From an optimization exercise on the open Yosys and OpenROAD flow, aimed at small area and a short achievable clock period; shortcuts taken in it are not production practice.

==> inputs of run a <==
// ddfs
module ddfs (
    input  logic        clk,
    input  logic        rst_n,
    input  logic [7:0]  freq_i,
    output logic [15:0] sine_o,
    output logic [15:0] cosine_o
);
    logic [15:0] angle;
    cordic_angle_acc ANG_ACC (
        .clk     (clk),
        .rst_n   (rst_n),
        .freq_i  (freq_i),
        .angle_o (angle)
    );
    cordic CORDIC_CORE (
        .clk      (clk),
        .rst_n    (rst_n),
        .angle_i  (angle),
        .sine_o   (sine_o),
        .cosine_o (cosine_o)
    );
endmodule
clock: 8.0 ns
lec_check: 0
abc_area: 1
cap_margin: 20
core_margin: 2
core_utilization: 45
cts_cluster_diameter: 100
cts_cluster_size: 30
place_density: 0.6
setup_slack_margin: 5
slew_margin: 20
run.sh (not shown) runs the stock make flow with config.mk's settings and CLKGATE_MAP_FILE= SYNTH_SCRIPT=/design/flow/synth_recipe.tcl, a recipe that flattens the netlist after the stock synthesis.
==> inputs of run b, as changes to run a <==
--- a/flow/design.v
+++ b/flow/design.v
@@ -10,42 +10,22 @@
     input  logic        [15:0]     z_i,
     output logic signed [15:0]     x_o,
     output logic signed [15:0]     y_o,
     output logic        [15:0]     z_o
 );
     logic [ZWO-1:0] z_r;
     assign z_o = 16'(z_r);
-    function automatic logic [16:0] add16(input logic [15:0] a, input logic [15:0] b, input logic ci);
-        logic [15:0] g, p, G, P, c;
-        g = a & b;
-        p = a ^ b;
-        g[0] = g[0] | (p[0] & ci);
-        G = g;
-        P = p;
-        for (int l = 1; l < 16; l = l * 2)
-            for (int k = 2 * l - 1; k < 16; k = k + 2 * l) begin
-                G[k] = G[k] | (P[k] & G[k-l]);
-                P[k] = P[k] & P[k-l];
-            end
-        for (int l = 4; l >= 1; l = l / 2)
-            for (int k = 3 * l - 1; k < 16; k = k + 2 * l) begin
-                G[k] = G[k] | (P[k] & G[k-l]);
-                P[k] = P[k] & P[k-l];
-            end
-        c = {G[14:0], ci};
-        add16 = {G[15], p ^ c};
-    endfunction
     logic        neg;
     logic [15:0] ys, xs;
     assign neg = z_i[ZWI-1];
     assign ys  = 16'(y_i >>> SHIFT) ^ {16{~neg}};
     assign xs  = 16'(x_i >>> SHIFT) ^ {16{neg}};
     always_ff @(posedge clk) begin
-        x_o <= 16'(add16(x_i, ys, ~neg));
-        y_o <= 16'(add16(y_i, xs, neg));
+        x_o <= x_i + ys + {15'd0, ~neg};
+        y_o <= y_i + xs + {15'd0, neg};
         z_r <= neg ? ZWO'(z_i) + ZWO'(TAN) : ZWO'(z_i) - ZWO'(TAN);
     end
 endmodule
 module cordic (
     input  logic        clk,
     input  logic        rst_n,
     input  logic [15:0] angle_i,
@@ -135,34 +115,14 @@
             6'd61: xy = 32'h11ad_8157;
             6'd62: xy = 32'h01e5_8020;
             6'd63: xy = 32'hf1f5_80e4;
             default: xy = 32'h0;
         endcase
         START = xy;
     endfunction
-    function automatic logic [16:0] add16(input logic [15:0] a, input logic [15:0] b, input logic ci);
-        logic [15:0] g, p, G, P, c;
-        g = a & b;
-        p = a ^ b;
-        g[0] = g[0] | (p[0] & ci);
-        G = g;
-        P = p;
-        for (int l = 1; l < 16; l = l * 2)
-            for (int k = 2 * l - 1; k < 16; k = k + 2 * l) begin
-                G[k] = G[k] | (P[k] & G[k-l]);
-                P[k] = P[k] & P[k-l];
-            end
-        for (int l = 4; l >= 1; l = l / 2)
-            for (int k = 3 * l - 1; k < 16; k = k + 2 * l) begin
-                G[k] = G[k] | (P[k] & G[k-l]);
-                P[k] = P[k] & P[k-l];
-            end
-        c = {G[14:0], ci};
-        add16 = {G[15], p ^ c};
-    endfunction
     logic signed [13:0] z1;
     assign z1 = {~angle_i[13], angle_i[12:0]};
     logic d1, d2, d3, d4;
     logic [1:0] s2;
     logic [3:0] s3;
     logic [7:0] s4;
     assign d1 = z1[13];
@@ -190,38 +150,36 @@
         q_r  <= angle_i[15:14];
         d1_r <= d1;
         d2_r <= d2;
         d3_r <= d3;
         d4_r <= d4;
         z1_r <= z1;
     end
-    logic [13:0] off5;
     logic [10:0] z5;
     logic [31:0] xy5;
     always_comb begin
         case ({d1_r, d2_r, d3_r, d4_r})
-            4'd0: off5 = 14'h1b85;
-            4'd1: off5 = 14'h209b;
-            4'd2: off5 = 14'h25a7;
-            4'd3: off5 = 14'h2abd;
-            4'd4: off5 = 14'h2f7b;
-            4'd5: off5 = 14'h3491;
-            4'd6: off5 = 14'h399d;
-            4'd7: off5 = 14'h3eb3;
-            4'd8: off5 = 14'h014d;
-            4'd9: off5 = 14'h0663;
-            4'd10: off5 = 14'h0b6f;
-            4'd11: off5 = 14'h1085;
-            4'd12: off5 = 14'h1543;
-            4'd13: off5 = 14'h1a59;
-            4'd14: off5 = 14'h1f65;
-            4'd15: off5 = 14'h247b;
+            4'd0: z5 = 11'(z1_r - 14'sd9339);
+            4'd1: z5 = 11'(z1_r - 14'sd8037);
+            4'd2: z5 = 11'(z1_r - 14'sd6745);
+            4'd3: z5 = 11'(z1_r - 14'sd5443);
+            4'd4: z5 = 11'(z1_r - 14'sd4229);
+            4'd5: z5 = 11'(z1_r - 14'sd2927);
+            4'd6: z5 = 11'(z1_r - 14'sd1635);
+            4'd7: z5 = 11'(z1_r - 14'sd333);
+            4'd8: z5 = 11'(z1_r + 14'sd333);
+            4'd9: z5 = 11'(z1_r + 14'sd1635);
+            4'd10: z5 = 11'(z1_r + 14'sd2927);
+            4'd11: z5 = 11'(z1_r + 14'sd4229);
+            4'd12: z5 = 11'(z1_r + 14'sd5443);
+            4'd13: z5 = 11'(z1_r + 14'sd6745);
+            4'd14: z5 = 11'(z1_r + 14'sd8037);
+            4'd15: z5 = 11'(z1_r + 14'sd9339);
         endcase
     end
-    assign z5 = 11'(add16({2'b0, z1_r}, {2'b0, off5}, 1'b0));
     assign xy5 = START({q_r, d1_r, d2_r, d3_r, d4_r});
     logic [15:0] x5_r, y5_r;
     logic [10:0] z5_r;
     always_ff @(posedge clk) begin
         x5_r <= xy5[31:16];
         y5_r <= xy5[15:0];
         z5_r <= z5;
@@ -253,34 +211,14 @@
 module cordic_angle_acc (
     input  logic        clk,
     input  logic        rst_n,
     input  logic [7:0]  freq_i,
     output logic [15:0] angle_o
 );
     localparam logic [35:0] C = 36'hC6980C68B;
-    function automatic logic [16:0] add16(input logic [15:0] a, input logic [15:0] b, input logic ci);
-        logic [15:0] g, p, G, P, c;
-        g = a & b;
-        p = a ^ b;
-        g[0] = g[0] | (p[0] & ci);
-        G = g;
-        P = p;
-        for (int l = 1; l < 16; l = l * 2)
-            for (int k = 2 * l - 1; k < 16; k = k + 2 * l) begin
-                G[k] = G[k] | (P[k] & G[k-l]);
-                P[k] = P[k] & P[k-l];
-            end
-        for (int l = 4; l >= 1; l = l / 2)
-            for (int k = 3 * l - 1; k < 16; k = k + 2 * l) begin
-                G[k] = G[k] | (P[k] & G[k-l]);
-                P[k] = P[k] & P[k-l];
-            end
-        c = {G[14:0], ci};
-        add16 = {G[15], p ^ c};
-    endfunction
     function automatic logic [43:0] TL(input logic [3:0] n);   
         case (n)
             4'd0: TL = 44'h00000000000;
             4'd1: TL = 44'h00c6980c68b;
             4'd2: TL = 44'h018d3018d16;
             4'd3: TL = 44'h0253c8253a1;
             4'd4: TL = 44'h031a6031a2c;
@@ -313,73 +251,58 @@
             4'd11: TH = 44'h88888887f90;
             4'd12: TH = 44'h94f2094e840;
             4'd13: TH = 44'ha15b8a150f0;
             4'd14: TH = 44'hadc50adb9a0;
             4'd15: TH = 44'hba2e8ba2250;
         endcase
     endfunction
-    logic [7:0]  fa, fb, fc, fd;
+    logic [7:0]  fz, fa, fb, fc;
     logic        c12;
-    logic        ca0, cb0, ca1, cb1;
-    logic [10:0] acc0, acc1;
-    logic [9:0]  acc2;
-    logic [5:0]  acc1_d;
-    logic [43:0] uah, ual, ubh, ubl, uch, ucl, udh, udl;
+    logic        ca, cb;
+    logic [15:0] acc_lo, acc_hi;
+    logic [43:0] uah, ual, ubh, ubl, uch, ucl;
     logic [12:0] s12;
-    logic [16:0] s0, s1, s2;
-    logic [10:0] p0, q0, p1, q1;
-    logic [9:0]  p2, q2;
-    assign uah = TH(fa[7:4]);
-    assign ual = TL(fa[3:0]);
-    assign ubh = TH(fb[7:4]);
-    assign ubl = TL(fb[3:0]);
-    assign uch = TH(fc[7:4]);
-    assign ucl = TL(fc[3:0]);
-    assign udh = TH(fd[7:4]);
-    assign udl = TL(fd[3:0]);
-    assign s12 = 13'(add16({4'd0, uah[11:0]}, {4'd0, ual[11:0]}, 1'b0));
-    assign p0 = acc0 ^ ubh[22:12] ^ ubl[22:12];
-    assign q0 = (acc0 & ubh[22:12]) | (acc0 & ubl[22:12]) | (ubh[22:12] & ubl[22:12]);
-    assign s0 = add16({5'd0, p0}, {5'd0, q0[9:0], 1'b0}, c12);
-    assign p1 = acc1 ^ uch[33:23] ^ ucl[33:23];
-    assign q1 = (acc1 & uch[33:23]) | (acc1 & ucl[33:23]) | (uch[33:23] & ucl[33:23]);
-    assign s1 = add16({5'd0, p1}, {5'd0, q1[9:0], ca0}, cb0);
-    assign p2 = acc2 ^ udh[43:34] ^ udl[43:34];
-    assign q2 = (acc2 & udh[43:34]) | (acc2 & udl[43:34]) | (udh[43:34] & udl[43:34]);
-    assign s2 = add16({6'd0, p2}, {6'd0, q2[8:0], ca1}, cb1);
-    assign angle_o = {acc2, acc1_d};
+    logic [16:0] s_lo;
+    logic [15:0] ps_lo, pc_lo, ps_hi, pc_hi;
+    logic [16:0] s_hi;
+    assign uah  = TH(fa[7:4]);
+    assign ual  = TL(fa[3:0]);
+    assign ubh  = TH(fb[7:4]);
+    assign ubl  = TL(fb[3:0]);
+    assign uch  = TH(fc[7:4]);
+    assign ucl  = TL(fc[3:0]);
+    assign s12  = {1'b0, uah[11:0]} + {1'b0, ual[11:0]};
+    assign ps_lo = acc_lo ^ ubh[27:12] ^ ubl[27:12];
+    assign pc_lo = (acc_lo & ubh[27:12]) | (acc_lo & ubl[27:12]) | (ubh[27:12] & ubl[27:12]);
+    assign s_lo  = {1'b0, ps_lo} + {1'b0, pc_lo[14:0], c12};
+    assign ps_hi = acc_hi ^ uch[43:28] ^ ucl[43:28];
+    assign pc_hi = (acc_hi & uch[43:28]) | (acc_hi & ucl[43:28]) | (uch[43:28] & ucl[43:28]);
+    assign s_hi  = {ps_hi, 1'b1} + {pc_hi[14:0], ca, cb};
+    assign angle_o = acc_hi;
     always_ff @(posedge clk, negedge rst_n) begin
         if (!rst_n) begin
+            fz     <= 0;
             fa     <= 0;
             fb     <= 0;
             fc     <= 0;
-            fd     <= 0;
             c12    <= 0;
-            acc0   <= 0;
-            ca0    <= 0;
-            cb0    <= 0;
-            acc1   <= 0;
-            ca1    <= 0;
-            cb1    <= 0;
-            acc2   <= 0;
-            acc1_d <= 0;
+            ca     <= 0;
+            cb     <= 0;
+            acc_lo <= 0;
+            acc_hi <= 0;
         end else begin
-            fa     <= freq_i;
+            fz     <= freq_i;
+            fa     <= fz;
             fb     <= fa;
             c12    <= s12[12];
             fc     <= fb;
-            acc0   <= s0[10:0];
-            ca0    <= s0[11];
-            cb0    <= q0[10];
-            fd     <= fc;
-            acc1   <= s1[10:0];
-            ca1    <= s1[11];
-            cb1    <= q1[10];
-            acc2   <= s2[9:0];
-            acc1_d <= acc1[10:5];
+            acc_lo <= s_lo[15:0];
+            ca     <= s_lo[16];
+            cb     <= pc_lo[15];
+            acc_hi <= s_hi[16:1];
         end
     end
 endmodule
 module ddfs (
     input  logic        clk,
     input  logic        rst_n,
     input  logic [7:0]  freq_i,
==> qor summary <==
Outcome: run a timing/DRC/antenna clean; run b timing/DRC/antenna clean
Number of core rows: run a 100; run b 103
Horizontal die dimension: run a 278 um; run b 287 um
Total number of vias: run a 23700; run b 29300
Mapped cell area: run a 0.0337 sq mm; run b 0.0360 sq mm
Area of the die: run a 0.0772 sq mm; run b 0.0822 sq mm
Filler Cells Inserted: run a 6434; run b 7617
Wire length of the first global-routing pass: run a 115000 um; run b 142000 um
End of the worst register-to-register path: run a ANG_ACC.acc2[9]$_DFF_PN0_; run b ANG_ACC.acc_hi[14]$_DFF_PN0_
Layout cell share with drive strength beyond 1: run a 19.7%; run b 8.41%
Proportion of synthesized chip area in sequential cells: run a 33.9%; run b 30.7%
Filler-free cell count of the finished design: run a 4935; run b 5578
Gpl congestion: run a 0.925; run b 0.940
Basic-gate share of the synthesized area counting and, or, nand and nor cells: run a 8.79%; run b 17.2%
No functional check of the RTL was part of any run of this note.

==> what the ideal ports hide <==
How much do the figures lean on ideal ports? The routed layouts below were timed once more, with nothing changed but the port constraints. Step 1 (the two cells are an assumption about what drives the block):
set clk [get_ports {clk}]
set_driving_cell -lib_cell sky130_fd_sc_hd__clkbuf_16 $clk
set_driving_cell -lib_cell sky130_fd_sc_hd__buf_2 [delete_from_list [all_inputs] $clk]
Step 2, shift: input delay + t, output delay - t, t = (earliest + latest rising clock arrival at the registers) / 2. This alone moves slack from input paths to output paths. Slacks: ideal / step 1 / step 2; pairs: ideal / step 1.
| run | shift t [ns] | setup slack, ns | hold WS [ns] | cell pins on the clock port's net |
|---|---|---|---|---|
| run a | 0.688 | 4.339 / 4.339 / 4.339 | 0.338 / 0.338 / 0.338 | 1 |
| run b | 0.681 | 4.985 / 4.985 / 4.985 | 0.332 / 0.332 / 0.332 | 1 |
After both steps setup and hold are still met in every run listed.
